This design comes from an exercise in tuning for small area, a short achievable clock period and few clock cycles on the open sky130 flow, not from production work.
RTL that was checked went through simulation tests only; none was proved equivalent to the original.
No functional check of the RTL was part of runs 1, 5 and 6.

**run.sh**
```bash
#!/bin/bash
# synth_recipe.tcl (not shown) runs the flow's synth.tcl, then flattens the netlist and writes it again
# the make line also repeats each setting of config.mk as NAME=value (left out here)
make -C /OpenROAD-flow-scripts/flow DESIGN_CONFIG=/design/flow/config.mk WORK_HOME=/design/flow/orfs CLKGATE_MAP_FILE= SYNTH_SCRIPT=/design/flow/synth_recipe.tcl finish
```
**config.mk**
```make
export PLATFORM = sky130hd
export DESIGN_NAME = kombajn
export DESIGN_NICKNAME = kombajn
export VERILOG_FILES = /design/flow/design.v
export SDC_FILE = /design/flow/constraint.sdc
export NUM_CORES = 4
export LEC_CHECK = 0
export CAP_MARGIN = 20
export CORE_MARGIN = 2
export CORE_UTILIZATION = 60
export SETUP_SLACK_MARGIN = 5
export SLEW_MARGIN = 20
```
**constraint.sdc**
```tcl
create_clock -name core_clock -period 8.0 [get_ports {clk}]
set_input_delay 1.6000 -clock core_clock [delete_from_list [all_inputs] [get_ports {clk}]]
set_output_delay 1.6000 -clock core_clock [all_outputs]
set_load 0.01 [all_outputs]
```
**design.v**
```verilog
module dekoder64
(
	input             clk,
	input             load,    
	input             sync,    
	input      [31:0] d,
	input      [15:0] s_lo,    
	input      [15:0] s_hi,    
	input      [23:0] c1,      
	input      [7:0]  c2,
	input      [15:0] ky_lo,   
	input      [15:0] ky_hi,   
	output            ph_n,    
	output reg [31:0] x,
	output reg [31:0] d1,
	output reg [31:0] d2
);
	function [16:0] add16;
		input [15:0] a, b;
		input        ci;
		reg   [15:0] g, p, p0;
		integer i, w;
		begin
			p0 = a ^ b;
			g  = a & b;
			p  = p0;
			g[0] = g[0] | (p[0] & ci);
			for (w = 1; w < 16; w = w * 2)
				for (i = 2*w - 1; i < 16; i = i + 2*w) begin
					g[i] = g[i] | (p[i] & g[i-w]);
					p[i] = p[i] & p[i-w];
				end
			for (w = 4; w >= 1; w = w / 2)
				for (i = 3*w - 1; i < 16; i = i + 2*w) begin
					g[i] = g[i] | (p[i] & g[i-w]);
					p[i] = p[i] & p[i-w];
				end
			add16 = {g[15], p0 ^ {g[14:0], ci}};
		end
	endfunction
	reg  [31:0] d3, d4;
	reg  [15:0] d5;
	reg         ld;
	reg  [2:0]  lc;        
	reg         ph1;       
	reg         ph2;       
	reg  [7:0]  c1r;
	reg  [15:0] tlo;
	reg  [2:0]  cy;
	reg  [19:0] xh;        
	reg  [15:0] thi;
	reg  [15:0] slo;
	reg         sc;
	wire [2:0] lc_n = sync ? 3'd2 : (lc == 3'd5) ? 3'd0 : lc + 3'd1;
	assign ph_n = (lc_n >= 3'd3);
	wire [1:0] j_n = (lc == 3'd2 || lc == 3'd5) ? 2'd0 : (lc == 3'd0 || lc == 3'd3) ? 2'd1 : 2'd2;
	wire [15:0] kx_lo = ph1 ? 16'h6c6b : {c1r, c2};
	wire [16:0] a1 = add16({x[11:0], 4'b0}, kx_lo, 1'b0);
	wire [16:0] a2 = add16(x[15:0], s_lo, 1'b0);
	wire [16:0] a3 = add16(x[20:5], ky_lo, 1'b0);
	wire [15:0] kx_hi = ph2 ? 16'h6875 : 16'h7468;
	wire [16:0] b1 = add16(xh[15:0], kx_hi, cy[0]);
	wire [16:0] b2 = add16(xh[19:4], s_hi, cy[1]);
	wire [16:0] b3 = add16({5'b0, xh[19:9]}, ky_hi, cy[2]);
	wire [16:0] sl = add16(d4[15:0], ~tlo, 1'b1);
	wire [16:0] sh = add16(d5, ~thi, sc);
	always @(posedge clk) begin
		ld  <= load;
		lc  <= lc_n;
		ph1 <= ph_n;
		ph2 <= ph1;
		c1r <= c1[8*j_n +: 8];
		tlo <= a1[15:0] ^ a2[15:0] ^ a3[15:0];
		cy  <= {a3[16], a2[16], a1[16]};
		xh  <= x[31:12];
		thi <= b1[15:0] ^ b2[15:0] ^ b3[15:0];
		slo <= sl[15:0];
		sc  <= sl[16];
		d1  <= x;
		d2  <= d1;
		d3  <= d2;
		d4  <= d3;
		d5  <= d4[31:16];
		x   <= ld ? d : {sh[15:0], slo};
	end
endmodule
module keygen
(
	input  [39:0] hi,     
	output [39:0] next,
	output        last    
);
	function [7:0] step;
		input [7:0] c;
		begin
			if (c == 8'd122)     step = 8'd32;
			else if (c == 8'd32) step = 8'd65;
			else                 step = c + 8'd1;
		end
	endfunction
	wire [4:0] sp;
	genvar i;
	generate for (i = 0; i < 5; i = i + 1) begin : g
		assign sp[i] = (hi[39-8*i -: 8] == 8'd32);
		if (i == 0) begin : g0
			assign next[39 -: 8] = step(hi[39 -: 8]);
		end else begin : gn
			assign next[39-8*i -: 8] = &sp[i-1:0] ? step(hi[39-8*i -: 8]) : hi[39-8*i -: 8];
		end
	end endgenerate
	assign last = &sp;
endmodule
module kombajn
(
	input              rst,
	input              clk,
	input              start,
	input      [63:0]  data,
	input      [47:0]  start_key,
	output reg         busy,
	output reg         found,
	output     [127:0] keyout
);
localparam P = 5;
localparam B = 3 * P;                  
localparam [31:0] MAGIC = 32'h25706466;
localparam [31:0] DELTA = 32'h9e3779b9;
localparam [31:0] SUM0  = 32'hc6ef3720;
localparam [31:0] K1    = 32'h20697320;
reg  [63:0] data_reg;
reg  [7:0]  c1_raw;        
reg  [39:0] hi;            
reg  [6:0]  p;             
reg         first;         
reg  [7:0]  cnt;
reg  [31:0] sum;           
reg  [15:0] sum2;          
reg  [31:0] ky;            
reg  [15:0] ky2;           
reg  [31:0] d;             
reg         hitr;          
reg  [4:0]  hq;            
reg  [7:0]  kc1;           
wire [39:0] hi_next;
wire        hi_last;
keygen kg (.hi(hi), .next(hi_next), .last(hi_last));
assign keyout = {80'h68756c6b206973207468, kc1, hi};
wire [6:0] pos0 = (c1_raw == 8'd32) ? 7'd123 : c1_raw[6:0];
function [7:0] chr;
	input [6:0] p;
	input [6:0] q;
	reg   [6:0] s;
	begin
		s   = p + q;
		chr = (s == 7'd123) ? 8'd32 : {1'b0, s};
	end
endfunction
wire accept   = start & ~busy;
wire [7:0] cn = ~busy ? 8'd194 : (cnt == 8'd197) ? 8'd0 : cnt + 8'd1;    
wire load_n   = (cn >= 8'd194) | (cn <= 8'd1);
wire zload_n  = (cn >= 8'd194) & (cn <= 8'd196);
wire [B-1:0] match;
wire [B-1:0] valid;
wire         ph_n;
genvar i;
generate for (i = 0; i < P; i = i + 1) begin : lane
	wire [31:0] x, d1, d2;
	wire        phl;
	dekoder64 u (.clk(clk), .load(load_n), .sync(~busy), .d(d),
	             .s_lo(sum[15:0]), .s_hi(sum2),
	             .c1({chr(p, 3*i + 2), chr(p, 3*i + 1), chr(p, 3*i)}), .c2(hi[39:32]),
	             .ky_lo(ky[15:0]), .ky_hi(ky2),
	             .ph_n(phl), .x(x), .d1(d1), .d2(d2));
	if (i == 0) begin : ph0
		assign ph_n = phl;
	end
	assign match[3*i]   = (d2 == MAGIC);
	assign match[3*i+1] = (d1 == MAGIC);
	assign match[3*i+2] = (x == MAGIC);
	assign valid[3*i]   = (p <= 123 - 3*i);
	assign valid[3*i+1] = (p <= 122 - 3*i);
	assign valid[3*i+2] = (p <= 121 - 3*i);
end endgenerate
wire [B-1:0] hit = match & valid;
reg [4:0] hit_q;
integer j;
always @(*) begin
	hit_q = 5'd0;
	for (j = B - 1; j >= 0; j = j - 1)
		if (hit[j]) hit_q = j;
end
wire eval     = busy & ~first & (cnt == 8'd195);
wire last_blk = (p >= 124 - B);        
wire finish   = eval & (hitr | (hi_last & last_blk));
always @(posedge clk or posedge rst) begin
	if (rst) begin
		busy  <= 1'b0;
		found <= 1'b0;
	end else if (accept) begin
		busy  <= 1'b1;
		found <= 1'b0;
	end else if (finish) begin
		busy  <= 1'b0;
		found <= hitr;
	end
end
always @(posedge clk) begin
	cnt <= cn;
	if (accept)
		hi <= start_key[39:0];
	if (~busy) begin
		data_reg <= data;
		c1_raw   <= start_key[47:40];
		first    <= 1'b1;
	end else if (cnt == 8'd194) begin
		hitr <= |hit;
		hq   <= hit_q;
		if (first)
			p <= pos0;
	end else if (cnt == 8'd195) begin
		if (first)
			first <= 1'b0;
		else if (~hitr) begin
			if (last_blk) begin
				p  <= 7'd65;
				hi <= hi_next;
			end else
				p <= p + B;
		end
	end
	if (~busy)
		d <= data[31:0];
	else
		d <= zload_n ? data_reg[31:0] : data_reg[63:32];
	ky   <= ph_n ? K1 : hi[31:0];
	ky2  <= ky[31:16];
	sum2 <= sum[31:16];
	if (cnt == 8'd197)
		sum <= SUM0;
	else if (cnt == 8'd5 || cnt == 8'd11 || cnt == 8'd17 || cnt == 8'd23 || cnt == 8'd29 || cnt == 8'd35 ||
	         cnt == 8'd41 || cnt == 8'd47 || cnt == 8'd53 || cnt == 8'd59 || cnt == 8'd65 || cnt == 8'd71 ||
	         cnt == 8'd77 || cnt == 8'd83 || cnt == 8'd89 || cnt == 8'd95 || cnt == 8'd101 || cnt == 8'd107 ||
	         cnt == 8'd113 || cnt == 8'd119 || cnt == 8'd125 || cnt == 8'd131 || cnt == 8'd137 || cnt == 8'd143 ||
	         cnt == 8'd149 || cnt == 8'd155 || cnt == 8'd161 || cnt == 8'd167 || cnt == 8'd173 || cnt == 8'd179 ||
	         cnt == 8'd185 || cnt == 8'd191)
		sum <= sum - DELTA;
	if (finish & hitr)
		kc1 <= chr(p, {2'b00, hq});
end
endmodule
```
==> flow_metrics.env, run 1 <==
export IMPL_final_setup_worst_slack_ns=4.59
export IMPL_via_per_inst=5.74
export IMPL_async_flop_share=0.00136
export IMPL_synth_ff_type="dfxtp_1"
export IMPL_drcViolationCount=0
export IMPL_setup_violations=0
export IMPL_clockRootBuffer="clkbuf_16"
export IMPL_initial_core_util=0.604
export IMPL_numCtsBuffers=149
export IMPL_worstSetupPathType="reg2reg"
export IMPL_hold_viol=0
export IMPL_finalCritPeriodShare=0.426
export IMPL_clk_latency_ns=0.76
export IMPL_postRouteAntennaNets=0
export IMPL_finalCriticalPeriod_ns=3.41
export IMPL_yosys_area_top_type="dfxtp_1"
export IMPL_synth_top_cell_area_share=0.410
export IMPL_fin_worst_skew_ns=0.0207
export IMPL_rows=121
export IMPL_rsz0062_at_grt="true"
export IMPL_hold_path_class="reg2reg"
export IMPL_num_vias=46200
export IMPL_critPathRequiredTime_ns=8.64
export IMPL_synth_edff_count=123
export IMPL_critPathArrivalTime_ns=4.05
export IMPL_slew_headroom=0.276
export IMPL_grt_max_degree=124
export IMPL_crit_end="lane[4].u.thi[14]"
export IMPL_synth_area_mm2=0.0657
export IMPL_ioPinCount=245
export IMPL_hpwl_um=148000
export IMPL_area_delta_synth_final_pct=19.3
export IMPL_grt_pass1_wl_um=288000
export IMPL_drtIter0Drc=3746
export IMPL_synthTopCellsByCount="dfxtp_1 (1346), inv_1 (596), ha_1 (552), xnor2_1 (536), fa_1 (301)"
export IMPL_tns_ns=0
export IMPL_avgSynthCellArea_um2=10.9
export IMPL_grtUsageTotal=0.351
export IMPL_maxSlewViolCount=0
export IMPL_ys_ff_latch=1471
export IMPL_r2r_setup_slack_ns=4.59
export IMPL_pre_cts_ws_ns=4.02
export IMPL_yosysWarnings=3
export IMPL_outcome="timing/DRC/antenna clean"
export IMPL_io_buffers=163
export IMPL_yosysSeqAreaShare=0.467
export IMPL_cts_buffer_depth=3
export IMPL_wirelength_um=199000
export IMPL_path_clk_slew_ns=0.06
export IMPL_worstRegToRegCells=15
export IMPL_yosysMostFrequentCell="dfxtp_1"
export IMPL_die_area_mm2=0.112
export IMPL_r2r_start="sum2[0]"
export IMPL_grt_pass1_vias=45800
export IMPL_cp_start_kind="register"
export IMPL_htree_levels=4
export IMPL_crit_start="sum2[0]"
export IMPL_drv_cap=0
export IMPL_fin_hold_ws_ns=0.313
export IMPL_syn_inst=6019
export IMPL_ys_types=84
export IMPL_gr_total_overflow=0
export IMPL_core_mm2=0.109
export IMPL_drt_pass1_iter_count=6
export IMPL_routedWlPerCell_um=24.7
export IMPL_final_nets=7481
export IMPL_cts_tree="done"
export IMPL_cp_max_fo=4
export IMPL_r2r_end="lane[4].u.thi[14]"
export IMPL_die_w_um=335
export IMPL_drive_gt1_frac=0.173
export IMPL_synthTopCellsByArea="dfxtp_1 (41%), ha_1 (11%), fa_1 (9.2%)"
export IMPL_gp_congestion=0.965
export IMPL_critPathCaptureType="register"
export IMPL_max_freq_mhz=293
export IMPL_worstMarginPinSlew_ns=1.09
export IMPL_antenna_found_initial=18
export IMPL_die_y_um=335
export IMPL_cts_sink_count=1471
-- metrics by stage --
step | utilization | cell area [um2] | cells
2_1_floorplan | - | 66300 | 6103
3_3_place_gp | 0.634 | 68900 | 7521
3_5_place_dp | 0.635 | 69000 | 7525
4_1_cts | 0.704 | 76500 | 7951
5_1_grt | 0.721 | 78400 | 8050
6_report | 0.721 | 78400 | 8056
-- what timing repair did --
item	4_1_cts	5_1_grt
endpoints found under the setup margin	302	198
resized for setup	548	242
pin swaps	255	286
cloned	1	2
hold buffers	0	0
setup buffers	151	97
-- cells by family (layout without fill, tap and decap cells) --
group,after synthesis,in the layout,synth area share
buf+inv,790,1322,0.0503
flops,1471,1471,0.467
other cells,2,92,0.000114
xor+xnor,670,670,0.0893
compound gates,958,958,0.0944
fa+ha+maj,853,853,0.197
mux,13,13,0.00200
simple gates,1262,1263,0.0997
-- cells in the final DEF (no fill, tap or decap), drive strengths merged, types with 27 or more instances in the layout --
cell | Yosys | final
dfxtp | 1346 | 1346
inv | 597 | 607
ha | 552 | 552
xnor2 | 536 | 536
buf | 106 | 330
fa | 301 | 301
o21ai | 298 | 298
nor2 | 285 | 285
nand2 | 284 | 284
a21oi | 220 | 220
clkbuf | 86 | 204
xor2 | 134 | 134
edfxtp | 123 | 123
a21o | 121 | 121
clkdlybuf4s50 | 0 | 114
nand3 | 103 | 103
nor3 | 102 | 102
conb | 2 | 86
nor2b | 69 | 70
nand4 | 59 | 59
nand2b | 53 | 53
o21a | 46 | 46
nor4b | 43 | 43
and2 | 42 | 42
or2 | 39 | 39
a221o | 36 | 36
and3 | 35 | 35
nor4bb | 31 | 31
nor4 | 31 | 31
clkinv | 1 | 31
a31oi | 28 | 28
or3 | 27 | 27
-- worst min-delay path by stage --
stage | from | to | slack (ns) | cells past startpoint
detailed placement | lane[0].u.d3[10] | lane[0].u.d4[10] | 0.31 | 0
global placement | lane[2].u.d3[4] | lane[2].u.d4[4] | 0.31 | 0
floorplan | ky[16] | ky2[0] | 0.31 | 0
CTS | lane[2].u.d3[26] | lane[2].u.d4[26] | 0.31 | 0
global route | ky[16] | ky2[0] | 0.32 | 0
finish | lane[2].u.d3[26] | lane[2].u.d4[26] | 0.31 | 0
-- per-layer routing --
| metal | up-vias | track usage | wire length [um] |
|---|---|---|---|
| met4 | 6 | 0.185 | 12100 |
| li1 | 21200 | - | - |
| met3 | 487 | 0.0658 | 15400 |
| met5 | - | 0 | 46 |
| met2 | 1867 | 0.541 | 87400 |
| met1 | 22600 | 0.470 | 83800 |
-- critical path, cell delays in order, from the launching register on --
cell and delay, ns:
dfxtp_4 0.38, buf_4 0.15, fa_2 0.33, inv_2 0.06, fa_2 0.21, nor2b_2 0.04, o21ai_1 0.12, nand2b_1 0.11
a2111oi_2 0.34, or3_4 0.21, o21ai_4 0.07, o41ai_4 0.34, o21a_1 0.17, fa_2 0.47, xnor2_2 0.16, xnor2_1 0.12
-- final cells by class --
class,instances,area [um2]
flip-flops and latches,1471,30800
fillers,7827,30300
clock inverters,72,866
repair buffers,450,3890
inverters,598,2300
diodes,6,15.0
well taps,1414,1770
multi-input cells,3843,34300
clock buffers,202,4330
==> run 2: changes to the inputs <==
--- a/design.v
+++ b/design.v
@@ -19,23 +19,5 @@
 		input [15:0] a, b;
 		input        ci;
-		reg   [15:0] g, p, p0;
-		integer i, w;
-		begin
-			p0 = a ^ b;
-			g  = a & b;
-			p  = p0;
-			g[0] = g[0] | (p[0] & ci);
-			for (w = 1; w < 16; w = w * 2)
-				for (i = 2*w - 1; i < 16; i = i + 2*w) begin
-					g[i] = g[i] | (p[i] & g[i-w]);
-					p[i] = p[i] & p[i-w];
-				end
-			for (w = 4; w >= 1; w = w / 2)
-				for (i = 3*w - 1; i < 16; i = i + 2*w) begin
-					g[i] = g[i] | (p[i] & g[i-w]);
-					p[i] = p[i] & p[i-w];
-				end
-			add16 = {g[15], p0 ^ {g[14:0], ci}};
-		end
+		add16 = {1'b0, a} + {1'b0, b} + {16'd0, ci};
 	endfunction
 	reg  [31:0] d3, d4;
==> run 2 against run 1 <==
Compared with the run above: sequential cell count stayed put; largest cell class unchanged; register-to-register slack better by 0.25 ns; first-iteration DRC count is 17% higher.
==> flow_metrics.env, run 2 <==
export IMPL_synth_area_mm2=0.0688
export IMPL_numCtsBuffers=149
export IMPL_avgSynthCellArea_um2=10.0
export IMPL_setup_violations=0
export IMPL_grtUsageTotal=0.360
export IMPL_yosysWarnings=3
export IMPL_num_fill_cells=8666
export IMPL_drive_gt1_frac=0.104
export IMPL_synth_top_cell_area_share=0.392
export IMPL_yosys_area_top_type="dfxtp_1"
export IMPL_final_nets=7950
export IMPL_cp_max_fo=5
export IMPL_critPathRequiredTime_ns=8.68
export IMPL_drcViolationCount=0
export IMPL_wirelength_um=215000
export IMPL_initial_core_util=0.604
export IMPL_via_per_inst=6.00
export IMPL_path_clk_slew_ns=0.07
export IMPL_drv_cap=0
export IMPL_clk_latency_ns=0.78
export IMPL_critPathCaptureType="register"
export IMPL_num_vias=53100
export IMPL_core_mm2=0.114
export IMPL_gp_congestion=0.986
export IMPL_hpwl_um=165000
export IMPL_cts_sink_count=1471
export IMPL_yosysSeqAreaShare=0.446
export IMPL_worstSetupPathType="reg2reg"
export IMPL_cts_buffer_depth=3
export IMPL_routedWlPerCell_um=24.3
export IMPL_area_delta_synth_final_pct=15.0
export IMPL_ys_ff_latch=1471
export IMPL_clockRootBuffer="clkbuf_16"
export IMPL_postRouteAntennaNets=0
export IMPL_hold_path_class="reg2reg"
export IMPL_ys_types=94
export IMPL_drt_pass1_iter_count=7
export IMPL_async_flop_share=0.00136
export IMPL_cts_tree="done"
export IMPL_grt_pass1_vias=51000
export IMPL_hold_viol=0
export IMPL_die_w_um=343
export IMPL_synthTopCellsByCount="dfxtp_1 (1346), xnor2_1 (691), ha_1 (572), inv_1 (407), nor2_1 (393)"
export IMPL_cp_start_kind="register"
export IMPL_synth_edff_count=123
export IMPL_outcome="timing/DRC/antenna clean"
export IMPL_finalCritPeriodShare=0.395
export IMPL_slew_headroom=0.281
export IMPL_fin_worst_skew_ns=0.0419
export IMPL_syn_inst=6882
export IMPL_rsz0062_at_grt="true"
export IMPL_max_freq_mhz=316
export IMPL_critPathArrivalTime_ns=3.84
export IMPL_antenna_found_initial=24
export IMPL_pre_cts_ws_ns=3.89
export IMPL_gr_total_overflow=0
export IMPL_htree_levels=4
export IMPL_layout_commonest_cell="dfxtp_1"
export IMPL_grt_pass1_wl_um=314000
export IMPL_ioPinCount=245
export IMPL_tns_ns=0
export IMPL_maxSlewViolCount=0
export IMPL_synthTopCellsByArea="dfxtp_1 (39%), ha_1 (10%), xnor2_1 (8.8%)"
export IMPL_io_buffers=163
export IMPL_synth_ff_type="dfxtp_1"
export IMPL_drtIter0Drc=4386
export IMPL_yosysMostFrequentCell="dfxtp_1"
export IMPL_grt_max_degree=147
export IMPL_rows=124
export IMPL_final_setup_worst_slack_ns=4.84
export IMPL_fin_util=0.694
export IMPL_finalCriticalPeriod_ns=3.16
export IMPL_worstMarginPinSlew_ns=1.06
export IMPL_die_y_um=343
export IMPL_die_area_mm2=0.117
export IMPL_final_cell_mix="dfxtp_1 (1284), xnor2_1 (687), ha_1 (549)"
-- run 2: logic make-up after synthesis --
family / count (synthesis) / share of synthesized area
simple gates: 1760 / 0.134
flops: 1471 / 0.446
compound gates: 1467 / 0.139
xor+xnor: 883 / 0.114
fa+ha+maj: 628 / 0.120
buf+inv: 611 / 0.0384
mux: 60 / 0.00880
other cells: 2 / 0.000109
-- run 2: per-stage QoR --
step / instances / hold slack (ns) / instance area [um2]
after global routing: 8847 / 0.325 / 79200
after global placement: 8469 / 0.310 / 71800
after floorplan: 6966 / 0.310 / 69100
after CTS: 8800 / 0.313 / 78000
final: 8854 / 0.319 / 79200
after detailed placement: 8470 / 0.312 / 71800
-- run 2: final timing paths --
check / end / from / depth (start not counted) / slack [ns]
min in group asynchronous: busy / rst / 2 / 0.99
hold / removal: lane[1].u.d4[11] / lane[1].u.d3[11] / 0 / 0.32
setup reg to reg: lane[3].u.tlo[15] / ky[7] / 8 / 4.84
hold reg to reg: lane[1].u.d4[11] / lane[1].u.d3[11] / 0 / 0.32
setup / recovery: lane[3].u.tlo[15] / ky[7] / 8 / 4.84
max in group asynchronous: busy / rst / 2 / 6.86
-- run 2: final cells by class --
| class | count | area, um2 | area share |
|---|---|---|---|
| Antenna cell | 12 | 30.0 | 0.000379 |
| Clock buffer | 204 | 4210 | 0.0531 |
| Clock inverter | 70 | 975 | 0.0123 |
| Inverter | 409 | 1580 | 0.0199 |
| Multi-Input combinational cell | 4884 | 37100 | 0.468 |
| Sequential cell | 1471 | 30800 | 0.389 |
| Tap cell | 1512 | 1890 | 0.0239 |
| Timing Repair Buffer | 292 | 2610 | 0.0330 |
-- run 2: timing repair --
item,4_1_cts,5_1_grt
buffers inserted,56,39
cloned,0,3
gates resized for setup,356,187
hold buffers,0,0
pin swaps,7,68
endpoints found under the setup margin,275,155
-- run 2: per-layer routing --
metal	wire (um)	up-vias	GRT usage
met5	25	-	0
met4	14300	4	0.212
met3	16800	554	0.0657
met2	95400	2107	0.566
met1	88800	25500	0.463
li1	-	24900	-
-- run 2: critical path, cell delays in order (launching register included) --
cell,delay (ns)
dfxtp_1,0.91
ha_1,0.42
and3_1,0.19
o311a_1,0.13
a2111oi_0,0.72
a211o_1,0.22
o21ai_0,0.12
xnor2_1,0.19
xnor2_1,0.17
Testbench counts of run 2, summed over its fixed seeds: cycles 163,140.
==> run 3: changes to the inputs <==
--- a/config.mk
+++ b/config.mk
@@ -9,4 +9,6 @@
 export CORE_MARGIN = 2
 export CORE_UTILIZATION = 60
+export CTS_CLUSTER_DIAMETER = 60
+export CTS_CLUSTER_SIZE = 24
 export SETUP_SLACK_MARGIN = 5
 export SLEW_MARGIN = 20
==> run 3 against run 2 <==
Compared with the run above: critical endpoint is now hq[0]; largest cell class unchanged; highest routed layer unchanged; sequential share of layout area grew 0.71 points; cell area fell by 1.8%.
==> flow_metrics.env, run 3 <==
export IMPL_outcome="timing/DRC/antenna clean"
export IMPL_worstMarginPinSlew_ns=1.11
export IMPL_ioPinCount=245
export IMPL_ys_ff_latch=1471
export IMPL_io_buffers=163
export IMPL_async_flop_share=0.00136
export IMPL_synthTopCellsByArea="dfxtp_1 (39%), ha_1 (10%), xnor2_1 (8.8%)"
export IMPL_yosysWarnings=3
export IMPL_yosys_area_top_type="dfxtp_1"
export IMPL_clockRootBuffer="clkbuf_16"
export IMPL_yosysSeqAreaShare=0.446
export IMPL_die_w_um=343
export IMPL_numCtsBuffers=105
export IMPL_fin_worst_skew_ns=0.0308
export IMPL_num_vias=52500
export IMPL_avgSynthCellArea_um2=10.0
export IMPL_ys_types=94
export IMPL_critPathRequiredTime_ns=8.44
export IMPL_antenna_found_initial=28
export IMPL_grtUsageTotal=0.355
export IMPL_htree_levels=3
export IMPL_synth_area_mm2=0.0688
export IMPL_clk_latency_ns=0.74
export IMPL_rsz0062_at_grt="true"
export IMPL_synth_top_family_by_area="compound AO/OA/AOI/OAI gates"
export IMPL_gp_congestion=0.986
export IMPL_cp_start_kind="register"
export IMPL_max_freq_mhz=327
export IMPL_cts_tree="done"
export IMPL_syn_inst=6882
export IMPL_hold_viol=0
export IMPL_fin_util=0.682
export IMPL_wirelength_um=213000
export IMPL_hold_path_class="reg2reg"
export IMPL_via_per_inst=5.99
export IMPL_yosys_mux_area_fraction=0.00880
export IMPL_drcViolationCount=0
export IMPL_grt_pass1_vias=50600
export IMPL_num_fill_cells=8852
export IMPL_holdBufCountCts=0
export IMPL_synth_top_cell_area_share=0.392
export IMPL_critPathArrivalTime_ns=3.49
export IMPL_die_y_um=343
export IMPL_worstSetupPathType="reg2reg"
export IMPL_gr_total_overflow=0
export IMPL_final_cell_mix="dfxtp_1 (1282), xnor2_1 (687), ha_1 (546)"
export IMPL_core_mm2=0.114
export IMPL_path_clk_slew_ns=0.09
export IMPL_grt_max_degree=147
export IMPL_drv_cap=0
export IMPL_finalCriticalPeriod_ns=3.06
export IMPL_final_nets=7895
export IMPL_initial_core_util=0.604
export IMPL_yosysMostFrequentCell="dfxtp_1"
export IMPL_area_delta_synth_final_pct=13.0
export IMPL_synth_fa_ha_area_frac=0.120
export IMPL_postRouteAntennaNets=0
export IMPL_synth_compound_area_frac=0.139
export IMPL_tns_ns=0
export IMPL_synth_edff_count=123
export IMPL_layout_commonest_cell="dfxtp_1"
export IMPL_regArea_mm2=0.0308
export IMPL_die_area_mm2=0.117
export IMPL_maxSlewViolCount=0
export IMPL_finalCritPeriodShare=0.382
export IMPL_rows=124
export IMPL_multi_input_area_mm2=0.0371
export IMPL_synth_xor_area_frac=0.114
export IMPL_synthSimpleGateAreaFrac=0.134
export IMPL_cts_sink_count=1471
export IMPL_cp_max_fo=2
export IMPL_slew_headroom=0.255
export IMPL_setup_violations=0
export IMPL_critPathCaptureType="register"
export IMPL_cts_buffer_depth=3
export IMPL_pre_cts_ws_ns=3.89
export IMPL_grt_pass1_wl_um=311000
export IMPL_drive_gt1_frac=0.0964
export IMPL_drt_pass1_iter_count=5
export IMPL_synth_ff_type="dfxtp_1"
export IMPL_synthTopCellsByCount="dfxtp_1 (1346), xnor2_1 (691), ha_1 (572), inv_1 (407), nor2_1 (393)"
export IMPL_routedWlPerCell_um=24.3
export IMPL_drtIter0Drc=4371
export IMPL_final_setup_worst_slack_ns=4.94
export IMPL_hpwl_um=165000
==> run 3: cell counts after synthesis <==
No cell type changed its count.
==> run 3: final timing paths <==
kind | depth (start not counted) | slack, ns | end | startpoint
min | 0 | 0.33 | lane[1].u.d5[15] | lane[1].u.d4[31]
min in group asynchronous | 2 | 1.04 | busy | rst
min reg2reg | 0 | 0.33 | lane[1].u.d5[15] | lane[1].u.d4[31]
max in group asynchronous | 2 | 6.82 | busy | rst
max reg2reg | 7 | 4.94 | hq[0] | lane[3].u.d1[6]
max | 7 | 4.94 | hq[0] | lane[3].u.d1[6]
==> run 3: worst max-delay path: stages, from the launching register on <==
cell,delay (ns)
dfxtp_1,0.37
nor4bb_1,0.72
nand4_1,0.49
a2111oi_4,0.49
o21bai_1,0.19
a21oi_1,0.11
o41ai_2,0.29
o31ai_1,0.11
==> run 3: per-layer routing <==
metal / vias to the layer above / part of all wire / wire length (um) / global-route usage
met1: 25300 / 0.42 / 88900 / 0.460
met2: 1986 / 0.44 / 93800 / 0.558
met5: - / 0.00021 / 44 / 0
met3: 491 / 0.077 / 16300 / 0.0608
met4: 6 / 0.065 / 13900 / 0.207
li1: 24800 / - / - / -
==> run 3: cell type report <==
class                      count  area share
inverter                     409      0.0203
tap                         1512      0.0243
clock buffer                 118      0.0355
sequential                  1471       0.396
antenna                       14    0.000450
clock inverter                77      0.0141
multi-input combinational   4885       0.477
timing repair buffer         280      0.0323
==> run 3: logic make-up after synthesis <==
kind of cell / after synthesis
AOI/OAI and AO/OA: 1467
xor gates and xnor gates: 883
adders and majority gates: 628
buffers and inverters: 611
DFF: 1471
muxes: 60
other: 2
and+or+nand+nor: 1760
==> run 3: stage by stage <==
stage	hold WS, ns	cell area (um2)	cells
after floorplan	0.310	69100	6966
after global placement	0.310	71800	8469
after detailed placement	0.312	71800	8470
after CTS	0.327	76700	8720
after global routing	0.319	77800	8761
final	0.326	77800	8766
==> run 3: what timing repair did <==
item | in CTS | in global routing
gates cloned | 0 | 3
setup endpoints to repair | 278 | 159
gates resized for setup | 354 | 192
setup buffers | 55 | 29
pin swaps | 10 | 67
==> run 4: changes to the inputs <==
--- a/config.mk
+++ b/config.mk
@@ -8,5 +8,5 @@
 export CAP_MARGIN = 20
 export CORE_MARGIN = 2
-export CORE_UTILIZATION = 60
+export CORE_UTILIZATION = 70
 export CTS_CLUSTER_DIAMETER = 60
 export CTS_CLUSTER_SIZE = 24
==> run 4 against run 3 <==
Compared with the run above: global-route usage increased by 6.9 points; sequential cell count unchanged; first-iteration DRC count increased by 36%; die area decreased by 14%; critical path depth unchanged; via count increased by 4.8%; utilization increased by 11 points; worst hold slack got worse by 0.0089 ns; wire length increased by 4.0%; clock skew increased by 0.012 ns; cell count decreased by 2.6%; critical path type unchanged; highest routed layer unchanged.
==> flow_metrics.env, run 4 <==
export IMPL_layoutNonFillerInstCount=8537
export IMPL_drtIter0Drc=5929
export IMPL_routedWlPerCell_um=26.0
export IMPL_numCtsBuffers=95
export IMPL_gr_total_overflow=0
export IMPL_via_per_inst=6.45
export IMPL_yosysMostFrequentCell="dfxtp_1"
export IMPL_cp_start_kind="register"
export IMPL_die_area_mm2=0.101
export IMPL_synthTopCellsByCount="dfxtp_1 (1346), xnor2_1 (691), ha_1 (572), inv_1 (407), nor2_1 (393)"
export IMPL_die_w_um=318
export IMPL_regArea_mm2=0.0308
export IMPL_grt_pass1_wl_um=323000
export IMPL_fin_util=0.788
export IMPL_synth_edff_count=123
export IMPL_layout_commonest_cell="dfxtp_1"
export IMPL_outcome="timing/DRC/antenna clean"
export IMPL_drv_cap=0
export IMPL_die_y_um=318
export IMPL_num_fill_cells=6142
export IMPL_slew_headroom=0.189
export IMPL_area_delta_synth_final_pct=12.1
export IMPL_cts_tree="done"
export IMPL_yosysWarnings=3
export IMPL_cts_sink_count=1471
export IMPL_cts_buffer_depth=3
export IMPL_dp_cells=8238
export IMPL_fin_hold_ws_ns=0.317
export IMPL_core_mm2=0.0980
export IMPL_ys_ff_latch=1471
export IMPL_avgSynthCellArea_um2=10.0
export IMPL_postRouteAntennaNets=0
export IMPL_ioPinCount=245
export IMPL_rows=115
export IMPL_final_cell_mix="dfxtp_1 (1283), xnor2_1 (687), ha_1 (548)"
export IMPL_synth_area_mm2=0.0688
export IMPL_grt_max_degree=78
export IMPL_synth_xor_area_frac=0.114
export IMPL_synth_top_cell_area_share=0.392
export IMPL_maxSlewViolCount=0
export IMPL_cp_max_fo=5
export IMPL_critPathArrivalTime_ns=3.61
export IMPL_synth_fa_ha_area_frac=0.120
export IMPL_finalCritPeriodShare=0.395
export IMPL_clockRootBuffer="clkbuf_16"
export IMPL_rsz0062_at_grt="true"
export IMPL_drive_gt1_frac=0.0937
export IMPL_synthSimpleGateAreaFrac=0.134
export IMPL_finalCriticalPeriod_ns=3.16
export IMPL_max_freq_mhz=317
export IMPL_synth_ff_type="dfxtp_1"
export IMPL_drt_pass1_iter_count=8
export IMPL_yosysSeqAreaShare=0.446
export IMPL_multi_input_area_mm2=0.0371
export IMPL_antenna_found_initial=32
export IMPL_synthTopCellsByArea="dfxtp_1 (39%), ha_1 (10%), xnor2_1 (8.8%)"
export IMPL_final_nets=7905
export IMPL_syn_inst=6882
export IMPL_yosys_area_top_type="dfxtp_1"
export IMPL_gp_congestion=1.03
export IMPL_holdBufCountCts=0
export IMPL_wirelength_um=222000
export IMPL_drcViolationCount=0
export IMPL_path_clk_slew_ns=0.09
export IMPL_io_buffers=163
export IMPL_yosys_mux_area_fraction=0.00880
export IMPL_fin_worst_skew_ns=0.0432
export IMPL_critPathCaptureType="register"
export IMPL_async_flop_share=0.00136
export IMPL_hold_viol=0
export IMPL_hpwl_um=164000
export IMPL_critPathRequiredTime_ns=8.45
export IMPL_synth_top_family_by_area="compound AO/OA/AOI/OAI gates"
export IMPL_grt_pass1_vias=53200
export IMPL_worstSetupPathType="reg2reg"
export IMPL_initial_core_util=0.702
export IMPL_ys_types=94
export IMPL_hold_path_class="reg2reg"
export IMPL_htree_levels=3
export IMPL_setup_violations=0
export IMPL_num_vias=55000
export IMPL_clk_latency_ns=0.74
export IMPL_synth_compound_area_frac=0.139
export IMPL_grtUsageTotal=0.423
export IMPL_worstMarginPinSlew_ns=1.21
export IMPL_tns_ns=0
[run 4: cell counts after synthesis]
Identical to the previous run, type by type.
[run 4: cell families after synthesis]
| group | count (synthesis) |
|---|---|
| flip-flops | 1471 |
| adder cells (fa/ha/maj) | 628 |
| multiplexers | 60 |
| other | 2 |
| AO/OA/AOI/OAI | 1467 |
| buffers and inverters | 611 |
| AND/OR/NAND/NOR | 1760 |
| XOR/XNOR | 883 |
[run 4: path summary, 6_finish.rpt]
path                                   from                to  slack, ns  cells after the start
max                        lane[3].u.d1[27]             hq[0]       4.84                      7
min                        lane[4].u.d3[21]  lane[4].u.d4[21]       0.32                      0
max reg2reg                lane[3].u.d1[27]             hq[0]       4.84                      7
min reg2reg                lane[4].u.d3[21]  lane[4].u.d4[21]       0.32                      0
max in group asynchronous               rst              busy       6.76                      2
min in group asynchronous               rst              busy       1.07                      2
[run 4: layer usage]
| layer | track usage | vias to the layer above | share of wire |
|---|---|---|---|
| met2 | 0.677 | 3179 | 0.44 |
| met4 | 0.275 | 8 | 0.080 |
| li1 | - | 24700 | - |
| met5 | 0 | - | 0.00028 |
| met1 | 0.524 | 26300 | 0.37 |
| met3 | 0.0844 | 788 | 0.11 |
[run 4: through the flow]
| stage | cell area [um2] | setup slack, ns |
|---|---|---|
| after detailed placement | 71500 | 3.93 |
| after floorplan | 69100 | 5.02 |
| after global placement | 71500 | 3.73 |
| after CTS | 76100 | 4.97 |
| after global routing | 77100 | 4.88 |
| final | 77200 | 4.84 |
[run 4: worst max-delay path: stages (launching register included)]
cell	delay (ns)
dfxtp_1	0.43
nor4bb_1	0.96
nand2_1	0.36
a2111oi_4	0.42
o21bai_1	0.16
a21oi_1	0.14
o41ai_2	0.30
o31ai_1	0.12
[run 4: timing repair]
action / CTS / global route
setup buffers: 66 / 46
cloned: 0 / 2
gates resized for setup: 346 / 174
pin swaps: 17 / 79
endpoints found under the setup margin: 290 / 132
[run 4: final cells by class]
class	instances	share of cell area
repair buffers	300	0.0346
diodes	17	0.000551
clock buffers	106	0.0320
flip-flops and latches	1471	0.400
well taps	1287	0.0209
clock inverters	62	0.0116
multi-input cells	4885	0.480
inverters	409	0.0204
==> run 5: changes to the inputs <==
--- a/design.v
+++ b/design.v
@@ -12,7 +12,6 @@
 	input      [15:0] ky_hi,   
 	output            ph_n,    
-	output reg [31:0] x,
-	output reg [31:0] d1,
-	output reg [31:0] d2
+	output            eq,      
+	output reg [1:0]  eqd      
 );
 	function [16:0] add16;
@@ -21,5 +20,5 @@
 		add16 = {1'b0, a} + {1'b0, b} + {16'd0, ci};
 	endfunction
-	reg  [31:0] d3, d4;
+	reg  [31:0] x, d1, d2, d3, d4;
 	reg  [15:0] d5;
 	reg         ld;
@@ -59,4 +58,5 @@
 		slo <= sl[15:0];
 		sc  <= sl[16];
+		eqd <= {eqd[0], eq};
 		d1  <= x;
 		d2  <= d1;
@@ -66,4 +66,5 @@
 		x   <= ld ? d : {sh[15:0], slo};
 	end
+	assign eq = (x == 32'h25706466);    
 endmodule
 module keygen
@@ -111,9 +112,9 @@
 localparam [31:0] K1    = 32'h20697320;
 reg  [63:0] data_reg;
-reg  [7:0]  c1_raw;        
 reg  [39:0] hi;            
 reg  [6:0]  p;             
 reg         first;         
 reg  [7:0]  cnt;
+reg  [2:0]  m6;            
 reg  [31:0] sum;           
 reg  [15:0] sum2;          
@@ -128,5 +129,5 @@
 keygen kg (.hi(hi), .next(hi_next), .last(hi_last));
 assign keyout = {80'h68756c6b206973207468, kc1, hi};
-wire [6:0] pos0 = (c1_raw == 8'd32) ? 7'd123 : c1_raw[6:0];
+wire [6:0] pos0 = (start_key[47:40] == 8'd32) ? 7'd123 : start_key[46:40];
 function [7:0] chr;
 	input [6:0] p;
@@ -147,5 +148,6 @@
 genvar i;
 generate for (i = 0; i < P; i = i + 1) begin : lane
-	wire [31:0] x, d1, d2;
+	wire        eq;
+	wire [1:0]  eqd;
 	wire        phl;
 	dekoder64 u (.clk(clk), .load(load_n), .sync(~busy), .d(d),
@@ -153,11 +155,11 @@
 	             .c1({chr(p, 3*i + 2), chr(p, 3*i + 1), chr(p, 3*i)}), .c2(hi[39:32]),
 	             .ky_lo(ky[15:0]), .ky_hi(ky2),
-	             .ph_n(phl), .x(x), .d1(d1), .d2(d2));
+	             .ph_n(phl), .eq(eq), .eqd(eqd));
 	if (i == 0) begin : ph0
 		assign ph_n = phl;
 	end
-	assign match[3*i]   = (d2 == MAGIC);
-	assign match[3*i+1] = (d1 == MAGIC);
-	assign match[3*i+2] = (x == MAGIC);
+	assign match[3*i]   = eqd[1];
+	assign match[3*i+1] = eqd[0];
+	assign match[3*i+2] = eq;
 	assign valid[3*i]   = (p <= 123 - 3*i);
 	assign valid[3*i+1] = (p <= 122 - 3*i);
@@ -189,15 +191,15 @@
 always @(posedge clk) begin
 	cnt <= cn;
-	if (accept)
+	m6  <= ~busy ? 3'd2 : (m6 == 3'd5) ? 3'd0 : m6 + 3'd1;    
+	if (accept) begin
 		hi <= start_key[39:0];
+		p  <= pos0;
+	end
 	if (~busy) begin
 		data_reg <= data;
-		c1_raw   <= start_key[47:40];
 		first    <= 1'b1;
 	end else if (cnt == 8'd194) begin
 		hitr <= |hit;
 		hq   <= hit_q;
-		if (first)
-			p <= pos0;
 	end else if (cnt == 8'd195) begin
 		if (first)
@@ -220,10 +222,5 @@
 	if (cnt == 8'd197)
 		sum <= SUM0;
-	else if (cnt == 8'd5 || cnt == 8'd11 || cnt == 8'd17 || cnt == 8'd23 || cnt == 8'd29 || cnt == 8'd35 ||
-	         cnt == 8'd41 || cnt == 8'd47 || cnt == 8'd53 || cnt == 8'd59 || cnt == 8'd65 || cnt == 8'd71 ||
-	         cnt == 8'd77 || cnt == 8'd83 || cnt == 8'd89 || cnt == 8'd95 || cnt == 8'd101 || cnt == 8'd107 ||
-	         cnt == 8'd113 || cnt == 8'd119 || cnt == 8'd125 || cnt == 8'd131 || cnt == 8'd137 || cnt == 8'd143 ||
-	         cnt == 8'd149 || cnt == 8'd155 || cnt == 8'd161 || cnt == 8'd167 || cnt == 8'd173 || cnt == 8'd179 ||
-	         cnt == 8'd185 || cnt == 8'd191)
+	else if (m6 == 3'd5)
 		sum <= sum - DELTA;
 	if (finish & hitr)
--- a/config.mk
+++ b/config.mk
@@ -8,5 +8,5 @@
 export CAP_MARGIN = 20
 export CORE_MARGIN = 2
-export CORE_UTILIZATION = 70
+export CORE_UTILIZATION = 60
 export CTS_CLUSTER_DIAMETER = 60
 export CTS_CLUSTER_SIZE = 24
==> run 5 against run 4 <==
Compared with the run above: clock-buffer cell count increased by 8; maximum frequency increased by 3.4%; critical path depth decreased by 5; largest cell class unchanged; critical path type is now reg2out; non-clock buffer count increased by 28.
==> flow_metrics.env, run 5 <==
export IMPL_path_clk_slew_ns=0.08
export IMPL_crit_end="keyout[37]"
export IMPL_fin_util=0.692
export IMPL_drcViolationCount=0
export IMPL_area_delta_synth_final_pct=14.4
export IMPL_r2r_setup_slack_ns=4.97
export IMPL_outcome="timing/DRC/antenna clean"
export IMPL_routedWlPerCell_um=21.1
export IMPL_initial_core_util=0.605
export IMPL_synth_edff_count=108
export IMPL_finalCritPeriodShare=0.381
export IMPL_worstMarginPinSlew_ns=1.04
export IMPL_via_per_inst=5.73
export IMPL_finalCriticalPeriod_ns=3.05
export IMPL_die_w_um=338
export IMPL_critPathCaptureType="output pin"
export IMPL_numCtsBuffers=103
export IMPL_critPathRequiredTime_ns=6.40
export IMPL_fin_worst_skew_ns=0.0297
export IMPL_r2r_end="lane[3].u.thi[15]"
export IMPL_die_y_um=338
export IMPL_critPathArrivalTime_ns=1.45
export IMPL_hold_viol=0
export IMPL_num_vias=48800
export IMPL_die_area_mm2=0.114
export IMPL_tns_ns=0
export IMPL_ys_types=91
export IMPL_ys_ff_latch=1476
export IMPL_synthTopCellsByArea="dfxtp_1 (41%), ha_1 (11%), xnor2_1 (9.3%)"
export IMPL_core_mm2=0.111
export IMPL_ioPinCount=245
export IMPL_cts_buffer_depth=3
export IMPL_layoutNonFillerInstCount=8518
export IMPL_rsz0062_at_grt="true"
export IMPL_async_flop_share=0.00136
export IMPL_num_fill_cells=8647
export IMPL_slew_headroom=0.299
export IMPL_synth_area_mm2=0.0668
export IMPL_synth_ff_type="dfxtp_1"
export IMPL_grt_pass1_wl_um=268000
export IMPL_drtIter0Drc=3950
export IMPL_gp_congestion=0.973
export IMPL_worstRegToRegCells=12
export IMPL_dp_cells=8172
export IMPL_gr_total_overflow=0
export IMPL_postRouteAntennaNets=0
export IMPL_r2r_start="sum2[0]"
export IMPL_avgSynthCellArea_um2=10.1
export IMPL_max_freq_mhz=328
export IMPL_htree_levels=3
export IMPL_antenna_found_initial=13
export IMPL_layout_commonest_cell="dfxtp_1"
export IMPL_yosysSeqAreaShare=0.458
export IMPL_hold_path_class="reg2reg"
export IMPL_rows=122
export IMPL_synth_top_cell_area_share=0.409
export IMPL_grt_pass1_vias=46300
export IMPL_drt_pass1_iter_count=6
export IMPL_cp_max_fo=2
export IMPL_worstSetupPathType="reg2out"
export IMPL_drive_gt1_frac=0.112
export IMPL_hpwl_um=137000
export IMPL_syn_inst=6608
export IMPL_cts_tree="done"
export IMPL_drv_cap=0
export IMPL_fin_hold_ws_ns=0.317
export IMPL_synthTopCellsByCount="dfxtp_1 (1366), xnor2_1 (713), ha_1 (573), inv_1 (430), o21ai_0 (383)"
export IMPL_io_buffers=163
export IMPL_holdBufCountCts=0
export IMPL_cp_start_kind="register"
export IMPL_clockRootBuffer="clkbuf_16"
export IMPL_yosys_area_top_type="dfxtp_1"
export IMPL_maxSlewViolCount=0
export IMPL_yosysWarnings=3
export IMPL_setup_violations=0
export IMPL_cts_sink_count=1476
export IMPL_grt_max_degree=147
export IMPL_wirelength_um=180000
export IMPL_yosysMostFrequentCell="dfxtp_1"
export IMPL_crit_start="hi[37]"
export IMPL_final_nets=7680
export IMPL_grtUsageTotal=0.308
export IMPL_clk_latency_ns=0.73
export IMPL_final_cell_mix="dfxtp_1 (1304), xnor2_1 (701), ha_1 (553)"
## run 5: cell count changes in the layout (fill, tap and decap cells not counted), moves of 23 or more
cell	change
or2_2	-24
nand4_1	-46
buf_4	+25
o211ai_1	-32
nor4b_1	-30
nor2_1	-36
a21o_1	+30
inv_1	+23
nor3_1	-31
## run 5: logic make-up after synthesis
logic type               Yosys count  synth area share
AO/OA/AOI/OAI                   1432             0.138
adder cells (fa/ha/maj)          629             0.124
AND/OR/NAND/NOR                 1509             0.115
buffers and inverters            623            0.0400
multiplexers                      35           0.00524
XOR/XNOR                         902             0.119
flip-flops                      1476             0.458
other                              2          0.000112
## run 5: layout make-up
type                    count  area, um2  share of cell area
diodes                     11       27.5            0.000360
multi-input cells        4593      35300               0.462
well taps                1488       1860              0.0244
clock buffers             114       2740              0.0359
inverters                 433       1660              0.0217
repair buffers            328       2870              0.0375
flip-flops and latches   1476      30800               0.403
repair inverters            1       5.00           0.0000655
clock inverters            74       1170              0.0154
## run 5: routing by layer
metal | global-route usage | part of all wire
met1 | 0.435 | 0.46
met2 | 0.489 | 0.44
met3 | 0.0424 | 0.069
met4 | 0.0998 | 0.030
met5 | 0 | 0.00018
## run 5: how the worst min path moves through the flow
stage | cells after the start | to | slack (ns) | startpoint
finish | 0 | lane[0].u.d4[9] | 0.32 | lane[0].u.d3[9]
global placement | 0 | lane[2].u.d4[29] | 0.31 | lane[2].u.d3[29]
detailed placement | 0 | lane[3].u.d4[7] | 0.31 | lane[3].u.d3[7]
CTS | 0 | lane[0].u.d4[9] | 0.32 | lane[0].u.d3[9]
floorplan | 0 | ky2[0] | 0.31 | ky[16]
global route | 0 | lane[0].u.d4[9] | 0.31 | lane[0].u.d3[9]
## run 5: metrics by stage
| step | area (um2) | worst slack [ns] |
|---|---|---|
| global placement | 69800 | 3.78 |
| finish | 76400 | 4.95 |
| detailed placement | 69800 | 3.72 |
| floorplan | 67200 | 5.07 |
| CTS | 75100 | 4.89 |
| global route | 76400 | 4.82 |
## run 5: what timing repair did
| action | 4_1_cts | 5_1_grt |
|---|---|---|
| pin swaps | 66 | 135 |
| hold endpoints to repair | 0 | 0 |
| gates cloned | 1 | 0 |
| buffers inserted | 97 | 49 |
| setup endpoints to repair | 276 | 148 |
| gates resized for setup | 408 | 217 |
## run 5: worst max-delay path, cell delays in order (launching register included)
cell and delay [ns]:
dfxtp_4 0.36, buf_4 0.13, clkdlybuf4s15_1 0.24
==> run 6: changes to the inputs <==
==> flow/run.sh (new file) <==
#!/bin/bash
set -euo pipefail
export SETUP_SLACK_MARGIN=5.4
bash standard.sh > standard.log 2>&1
==> standard.sh (new file) <==
#!/bin/bash
# synth_recipe.tcl (not shown) runs the flow's synth.tcl, then flattens the netlist and writes it again
# the make line also repeats each setting of config.mk as NAME=value (left out here)
make -C /OpenROAD-flow-scripts/flow DESIGN_CONFIG=/design/flow/config.mk WORK_HOME=/design/flow/orfs CLKGATE_MAP_FILE= SYNTH_SCRIPT=/design/flow/synth_recipe.tcl "${@:-finish}"
--- a/config.mk
+++ b/config.mk
@@ -11,4 +11,3 @@
 export CTS_CLUSTER_DIAMETER = 60
 export CTS_CLUSTER_SIZE = 24
-export SETUP_SLACK_MARGIN = 5
 export SLEW_MARGIN = 20
removed: run.sh
==> run 6 against run 5 <==
Compared with the run above: still clean on timing, DRC and antenna; cell area up 5.6%; worst setup slack better by 0.025 ns; worst hold slack worse by 0.0056 ns; clock skew up 0.0059 ns; sequential cell count unchanged; synthesized area unchanged; non-clock buffer count up 251; clock-buffer cell count down 4; via count up 3.8%; largest cell class unchanged; highest routed layer unchanged.
==> flow_metrics.env, run 6 <==
export IMPL_maxSlewViolCount=0
export IMPL_slew_headroom=0.256
export IMPL_drive_gt1_frac=0.196
export IMPL_die_area_mm2=0.114
export IMPL_area_delta_synth_final_pct=20.8
export IMPL_hold_viol=0
export IMPL_synth_edff_count=108
export IMPL_gr_total_overflow=0
export IMPL_worstSetupPathType="reg2out"
export IMPL_postRouteAntennaNets=0
export IMPL_cts_sink_count=1476
export IMPL_dp_cells=8172
export IMPL_wirelength_um=192000
export IMPL_synth_top_cell_area_share=0.409
export IMPL_tns_ns=0
export IMPL_die_y_um=338
export IMPL_whs_endpoint="lane[4].u.d5[15]"
export IMPL_finalCritPeriodShare=0.378
export IMPL_synthTopCellsByCount="dfxtp_1 (1366), xnor2_1 (713), ha_1 (573), inv_1 (430), o21ai_0 (383)"
export IMPL_yosys_area_top_type="dfxtp_1"
export IMPL_critPathArrivalTime_ns=1.43
export IMPL_drt_pass1_iter_count=6
export IMPL_rows=122
export IMPL_critPathRequiredTime_ns=6.40
export IMPL_gp_congestion=0.973
export IMPL_routedWlPerCell_um=22.0
export IMPL_worstPathCellList="buf_2"
export IMPL_drv_cap=0
export IMPL_die_w_um=338
export IMPL_fin_hold_ws_ns=0.311
export IMPL_cp_max_fo=5
export IMPL_drcViolationCount=0
export IMPL_clk_latency_ns=0.73
export IMPL_synth_ff_type="dfxtp_1"
export IMPL_finalCriticalPeriod_ns=3.03
export IMPL_path_depth=1
export IMPL_clockRootBuffer="clkbuf_16"
export IMPL_io_buffers=163
export IMPL_htree_levels=3
export IMPL_avgSynthCellArea_um2=10.1
export IMPL_numCtsBuffers=99
export IMPL_core_mm2=0.111
export IMPL_worstRegToRegCells=11
export IMPL_synthTopCellsByArea="dfxtp_1 (41%), ha_1 (11%), xnor2_1 (9.3%)"
export IMPL_min_from="lane[4].u.d4[31]"
export IMPL_layoutNonFillerInstCount=8762
export IMPL_cts_buffer_depth=3
export IMPL_max_freq_mhz=330
export IMPL_grt_pass1_vias=48500
export IMPL_drtIter0Drc=4041
export IMPL_yosysSeqAreaShare=0.458
export IMPL_yosysMostFrequentCell="dfxtp_1"
export IMPL_cts_tree="done"
export IMPL_async_flop_share=0.00136
export IMPL_layout_commonest_cell="dfxtp_1"
export IMPL_yosysWarnings=3
export IMPL_final_nets=7930
export IMPL_grt_pass1_wl_um=282000
export IMPL_multi_input_area_mm2=0.0376
export IMPL_fin_worst_skew_ns=0.0356
export IMPL_r2r_setup_slack_ns=5.05
export IMPL_hold_path_class="reg2reg"
export IMPL_syn_inst=6608
export IMPL_worstHoldPathCells=0
export IMPL_antenna_found_initial=10
export IMPL_worstMarginPinSlew_ns=1.11
export IMPL_cp_num_buf_inv=1
export IMPL_slowest_delay_ns=0.51
export IMPL_final_cell_mix="dfxtp_1 (1256), xnor2_1 (677), ha_1 (514)"
export IMPL_rsz0062_at_grt="true"
export IMPL_num_vias=50700
export IMPL_ys_ff_latch=1476
export IMPL_r2r_start="sum2[0]"
export IMPL_via_per_inst=5.78
export IMPL_num_fill_cells=8111
export IMPL_grt_max_degree=61
export IMPL_r2r_end="lane[1].u.thi[15]"
export IMPL_path_delay_family="flip-flops"
export IMPL_slowest_stage="edfxtp_1"
export IMPL_outcome="timing/DRC/antenna clean"
export IMPL_hpwl_um=139000
export IMPL_synth_area_mm2=0.0668
export IMPL_ioPinCount=245
export IMPL_regArea_mm2=0.0309
export IMPL_cp_start_kind="register"
export IMPL_path_clk_slew_ns=0.09
export IMPL_setup_violations=0
export IMPL_critPathCaptureType="output pin"
export IMPL_initial_core_util=0.605
export IMPL_ys_types=91
export IMPL_grtUsageTotal=0.324
## run 6: cell counts after synthesis
Identical to the previous run, type by type.
## run 6: metrics by stage
step	utilization	setup slack [ns]	cell area (um2)
final	0.731	4.97	80800
after global routing	0.731	4.94	80700
after CTS	0.704	4.96	77900
after detailed placement	0.635	4.06	70200
after global placement	0.635	4.14	70200
after floorplan	-	5.29	67700
## run 6: metal layers
layer | GRT usage | wire length [um] | vias up
met5 | 0 | 18 | -
met4 | 0.114 | 7010 | 4
met3 | 0.0443 | 14400 | 398
met2 | 0.519 | 86700 | 1924
met1 | 0.450 | 84400 | 24400
li1 | - | - | 24000
## run 6: worst max-delay path by stage
stage	from	to
floorplan	lane[1].u.ph1	lane[1].u.tlo[15]
global placement	cnt[3]	d[26]
detailed placement	cnt[3]	d[28]
CTS	hi[18]	keyout[18]
global route	hi[18]	keyout[18]
finish	hi[18]	keyout[18]
## run 6: layout make-up
type                            instances  share of cell area
Antenna cell                            7            0.000217
Clock buffer                          110              0.0326
Clock inverter                         72              0.0111
Inverter                              433              0.0209
Multi-Input combinational cell       4597               0.466
Sequential cell                      1476               0.382
Tap cell                             1488              0.0231
Timing Repair Buffer                  579              0.0637
## run 6: cell families (layout without fill, tap and decap cells)
family          after synthesis  after routing  synth area share
mux                          35             35           0.00524
other cells                   2             93          0.000112
xor+xnor                    902            902             0.119
flops                      1476           1476             0.458
buf+inv                     623           1194            0.0400
simple gates               1509           1512             0.115
fa+ha+maj                   629            629             0.124
compound gates             1432           1433             0.138
## run 6: what timing repair did
item,4_1_cts,5_1_grt
hold endpoints to repair,0,0
setup buffers,237,152
pin swaps,340,345
resized for setup,815,362
hold buffers,0,0
gates cloned,4,8
endpoints found under the setup margin,385,280
==> run 7: changes to the inputs <==
--- a/design.v
+++ b/design.v
@@ -112,4 +112,5 @@
 localparam [31:0] K1    = 32'h20697320;
 reg  [63:0] data_reg;
+reg  [7:0]  c1_raw;        
 reg  [39:0] hi;            
 reg  [6:0]  p;             
@@ -129,5 +130,5 @@
 keygen kg (.hi(hi), .next(hi_next), .last(hi_last));
 assign keyout = {80'h68756c6b206973207468, kc1, hi};
-wire [6:0] pos0 = (start_key[47:40] == 8'd32) ? 7'd123 : start_key[46:40];
+wire [6:0] pos0 = (c1_raw == 8'd32) ? 7'd123 : c1_raw[6:0];
 function [7:0] chr;
 	input [6:0] p;
@@ -192,14 +193,15 @@
 	cnt <= cn;
 	m6  <= ~busy ? 3'd2 : (m6 == 3'd5) ? 3'd0 : m6 + 3'd1;    
-	if (accept) begin
+	if (accept)
 		hi <= start_key[39:0];
-		p  <= pos0;
-	end
 	if (~busy) begin
 		data_reg <= data;
+		c1_raw   <= start_key[47:40];
 		first    <= 1'b1;
 	end else if (cnt == 8'd194) begin
 		hitr <= |hit;
 		hq   <= hit_q;
+		if (first)
+			p <= pos0;
 	end else if (cnt == 8'd195) begin
 		if (first)
==> run.sh (new file) <==
#!/bin/bash
# synth_recipe.tcl (not shown) runs the flow's synth.tcl, then flattens the netlist and writes it again
# the make line also repeats each setting of config.mk as NAME=value (left out here)
make -C /OpenROAD-flow-scripts/flow DESIGN_CONFIG=/design/flow/config.mk WORK_HOME=/design/flow/orfs CLKGATE_MAP_FILE= SYNTH_SCRIPT=/design/flow/synth_recipe.tcl finish
--- a/config.mk
+++ b/config.mk
@@ -6,4 +6,5 @@
 export NUM_CORES = 4
 export LEC_CHECK = 0
+export ABC_AREA = 1
 export CAP_MARGIN = 20
 export CORE_MARGIN = 2
@@ -11,3 +12,4 @@
 export CTS_CLUSTER_DIAMETER = 60
 export CTS_CLUSTER_SIZE = 24
+export SETUP_SLACK_MARGIN = 5
 export SLEW_MARGIN = 20
removed: flow/run.sh
removed: standard.sh
==> run 7 against run 6 <==
Compared with the run above: clock skew fell by 0.0018 ns; non-clock buffer count fell by 305; first-iteration DRC count rose by 12%; via count rose by 7.6%; worst setup slack improved by 0.0077 ns; utilization fell by 5.9 points; sequential share of layout area rose by 2.1 points; critical path type unchanged; highest routed layer is now met4.
==> flow_metrics.env, run 7 <==
export IMPL_worstHoldPathCells=0
export IMPL_setup_violations=0
export IMPL_cp_start_kind="register"
export IMPL_cts_sink_count=1484
export IMPL_layoutNonFillerInstCount=9891
export IMPL_r2r_end="lane[1].u.c1r[1]"
export IMPL_drive_gt1_frac=0.0579
export IMPL_critPathArrivalTime_ns=1.42
export IMPL_multi_input_area_mm2=0.0340
export IMPL_yosys_area_top_type="dfxtp_1"
export IMPL_cp_max_fo=2
export IMPL_path_depth=2
export IMPL_io_buffers=163
export IMPL_critPathRequiredTime_ns=6.40
export IMPL_drcViolationCount=0
export IMPL_worstSetupPathType="reg2out"
export IMPL_hold_path_class="reg2reg"
export IMPL_synth_area_mm2=0.0691
export IMPL_yosysWarnings=3
export IMPL_finalCritPeriodShare=0.377
export IMPL_maxSlewViolCount=0
export IMPL_die_w_um=343
export IMPL_ys_ff_latch=1484
export IMPL_drt_pass1_iter_count=5
export IMPL_worstPathCellList="buf_12 > buf_6"
export IMPL_grt_pass1_wl_um=297000
export IMPL_path_delay_family="flip-flops"
export IMPL_place_area_mm2=0.0723
export IMPL_fin_worst_skew_ns=0.0338
export IMPL_die_y_um=343
export IMPL_grt_pass1_vias=53000
export IMPL_cts_buffer_depth=3
export IMPL_r2r_setup_slack_ns=5.02
export IMPL_avgSynthCellArea_um2=8.65
export IMPL_outcome="timing/DRC/antenna clean"
export IMPL_worstRegToRegCells=9
export IMPL_gr_total_overflow=0
export IMPL_min_from="lane[4].u.d1[11]"
export IMPL_slew_headroom=0.145
export IMPL_holdBufCountCts=0
export IMPL_synth_ff_type="dfxtp_1"
export IMPL_grt_max_degree=76
export IMPL_synth_top_cell_area_share=0.394
export IMPL_core_mm2=0.114
export IMPL_yosysMostFrequentCell="nand2_1"
export IMPL_drtIter0Drc=4535
export IMPL_path_clk_slew_ns=0.09
export IMPL_gp_congestion=0.979
export IMPL_tns_ns=0
export IMPL_routedWlPerCell_um=20.0
export IMPL_postRouteAntennaNets=0
export IMPL_die_area_mm2=0.118
export IMPL_numCtsBuffers=102
export IMPL_num_vias=54500
export IMPL_r2r_start="p[0]"
export IMPL_final_nets=9037
export IMPL_syn_inst=7995
export IMPL_layout_commonest_cell="nand2_1"
export IMPL_final_area_mm2=0.0767
export IMPL_area_delta_synth_final_pct=11.0
export IMPL_antenna_found_initial=6
export IMPL_synth_edff_count=123
export IMPL_slowest_stage="dfrtp_2"
export IMPL_max_freq_mhz=331
export IMPL_ioPinCount=245
export IMPL_wirelength_um=198000
export IMPL_fin_hold_ws_ns=0.313
export IMPL_ys_types=60
export IMPL_async_flop_share=0.00135
export IMPL_cts_tree="done"
export IMPL_cp_num_buf_inv=2
export IMPL_rows=124
export IMPL_clk_latency_ns=0.73
export IMPL_htree_levels=3
export IMPL_rsz0062_at_grt="true"
export IMPL_final_cell_mix="nand2_1 (1587), dfxtp_1 (1334), inv_1 (963)"
export IMPL_finalCriticalPeriod_ns=3.02
export IMPL_num_fill_cells=9458
export IMPL_synthTopCellsByArea="dfxtp_1 (39%), ha_1 (10%), nand2_1 (8.6%)"
export IMPL_slowest_delay_ns=0.45
export IMPL_whs_endpoint="lane[4].u.d2[11]"
export IMPL_drv_cap=0
export IMPL_worstMarginPinSlew_ns=1.27
export IMPL_clockRootBuffer="clkbuf_16"
export IMPL_grtUsageTotal=0.330
export IMPL_hold_viol=0
export IMPL_critPathCaptureType="output pin"
export IMPL_hpwl_um=154000
export IMPL_regArea_mm2=0.0310
export IMPL_synthTopCellsByCount="nand2_1 (1590), dfxtp_1 (1359), inv_1 (975), ha_1 (571), xor2_1 (526)"
export IMPL_dp_cells=9624
export IMPL_initial_core_util=0.605
export IMPL_via_per_inst=5.51
export IMPL_yosysSeqAreaShare=0.448
run 7: cell count changes after synthesis, moves of 97 or more:
cell and change:
nand2_1 +1251, inv_1 +545, xnor2_1 -485, xor2_1 +343
nand3_1 +236, a21o_1 -133, a21oi_1 +102, nor2b_1 -98
nor2_1 +97
run 7: worst max path at each step:
| stage | startpoint | to | slack, ns |
|---|---|---|---|
| after floorplan | start | hi[27] | 5.01 |
| after global placement | p[1] | hi[10] | 3.73 |
| after detailed placement | p[1] | hi[10] | 3.61 |
| after CTS | busy | busy | 4.95 |
| after global routing | busy | busy | 4.95 |
| final | busy | busy | 4.98 |
run 7: kinds of logic (layout without fill, tap and decap cells):
group / after synthesis / after routing / synth area share
compound gates: 1230 / 1230 / 0.0990
mux: 13 / 13 / 0.00212
fa+ha+maj: 627 / 627 / 0.120
flops: 1484 / 1484 / 0.448
xor+xnor: 763 / 763 / 0.0985
buf+inv: 1150 / 1444 / 0.0672
simple gates: 2726 / 2727 / 0.166
other cells: 2 / 91 / 0.000109
run 7: layout make-up:
class | count | area share
Timing Repair inverter | 1 | 0.0000652
Antenna cell | 5 | 0.000163
Tap cell | 1512 | 0.0246
Timing Repair Buffer | 274 | 0.0316
Multi-Input combinational cell | 5446 | 0.443
Clock buffer | 116 | 0.0353
Inverter | 986 | 0.0489
Sequential cell | 1484 | 0.404
Clock inverter | 67 | 0.0124
run 7: repair_timing:
item,CTS,global route
setup endpoints to repair,223,147
setup buffers,63,11
gates resized for setup,220,59
gates cloned,4,1
pin swaps,2,1
run 7: metrics by stage:
step / setup slack [ns] / util
final: 4.98 / 0.671
after global placement: 3.73 / 0.632
after global routing: 4.95 / 0.671
after detailed placement: 3.61 / 0.632
after CTS: 4.95 / 0.669
after floorplan: 5.01 / -
run 7: routing by layer:
metal  part of all wire  track usage  vias up
met5                  0            0        -
met4              0.038        0.125        0
met3              0.075       0.0401      375
met2               0.45        0.536     1981
met1               0.44        0.453    25600
li1                   -            -    26600
Testbench counts of run 7, summed over its fixed seeds: cycles 163,140.

==> re-timing with driven ports <==
No port has a modelled driver above. Below, the same layouts with a new extraction and two added sets of constraints.
Step 1: set_driving_cell puts a clkbuf_16 on clk and a buf_2 on each other input, an assumption about the parent block.
Step 2 also shifts input and output timing later by t, the mid clock arrival at the registers, as if the neighbouring blocks saw the same clock.
Slacks: ideal ports / drivers / drivers and shift; pairs: ideal ports / drivers.
run	shift t [ns]	slack for setup (ns)	worst setup path after step 2	worst register clock-pin slew, ns
run 1	0.833	4.589 / 4.589 / 4.537	input to register	0.07 / 0.07
run 2	0.838	4.840 / 4.840 / 4.352	input to register	0.07 / 0.07
run 3	0.804	4.944 / 4.923 / 4.337	input to register	0.09 / 0.09
run 4	0.791	4.843 / 4.843 / 4.206	input to register	0.10 / 0.10
run 5	0.795	4.948 / 4.872 / 4.417	input to register	0.09 / 0.09
run 6	0.794	4.973 / 4.893 / 4.733	input to register	0.09 / 0.09
run 7	0.789	4.981 / 4.904 / 4.474	input to register	0.09 / 0.09
After both steps setup and hold are still met in every run listed. The setup slack of run 4, which loses most, moves by 0.000 ns with the drivers and by -0.637 ns with both steps.
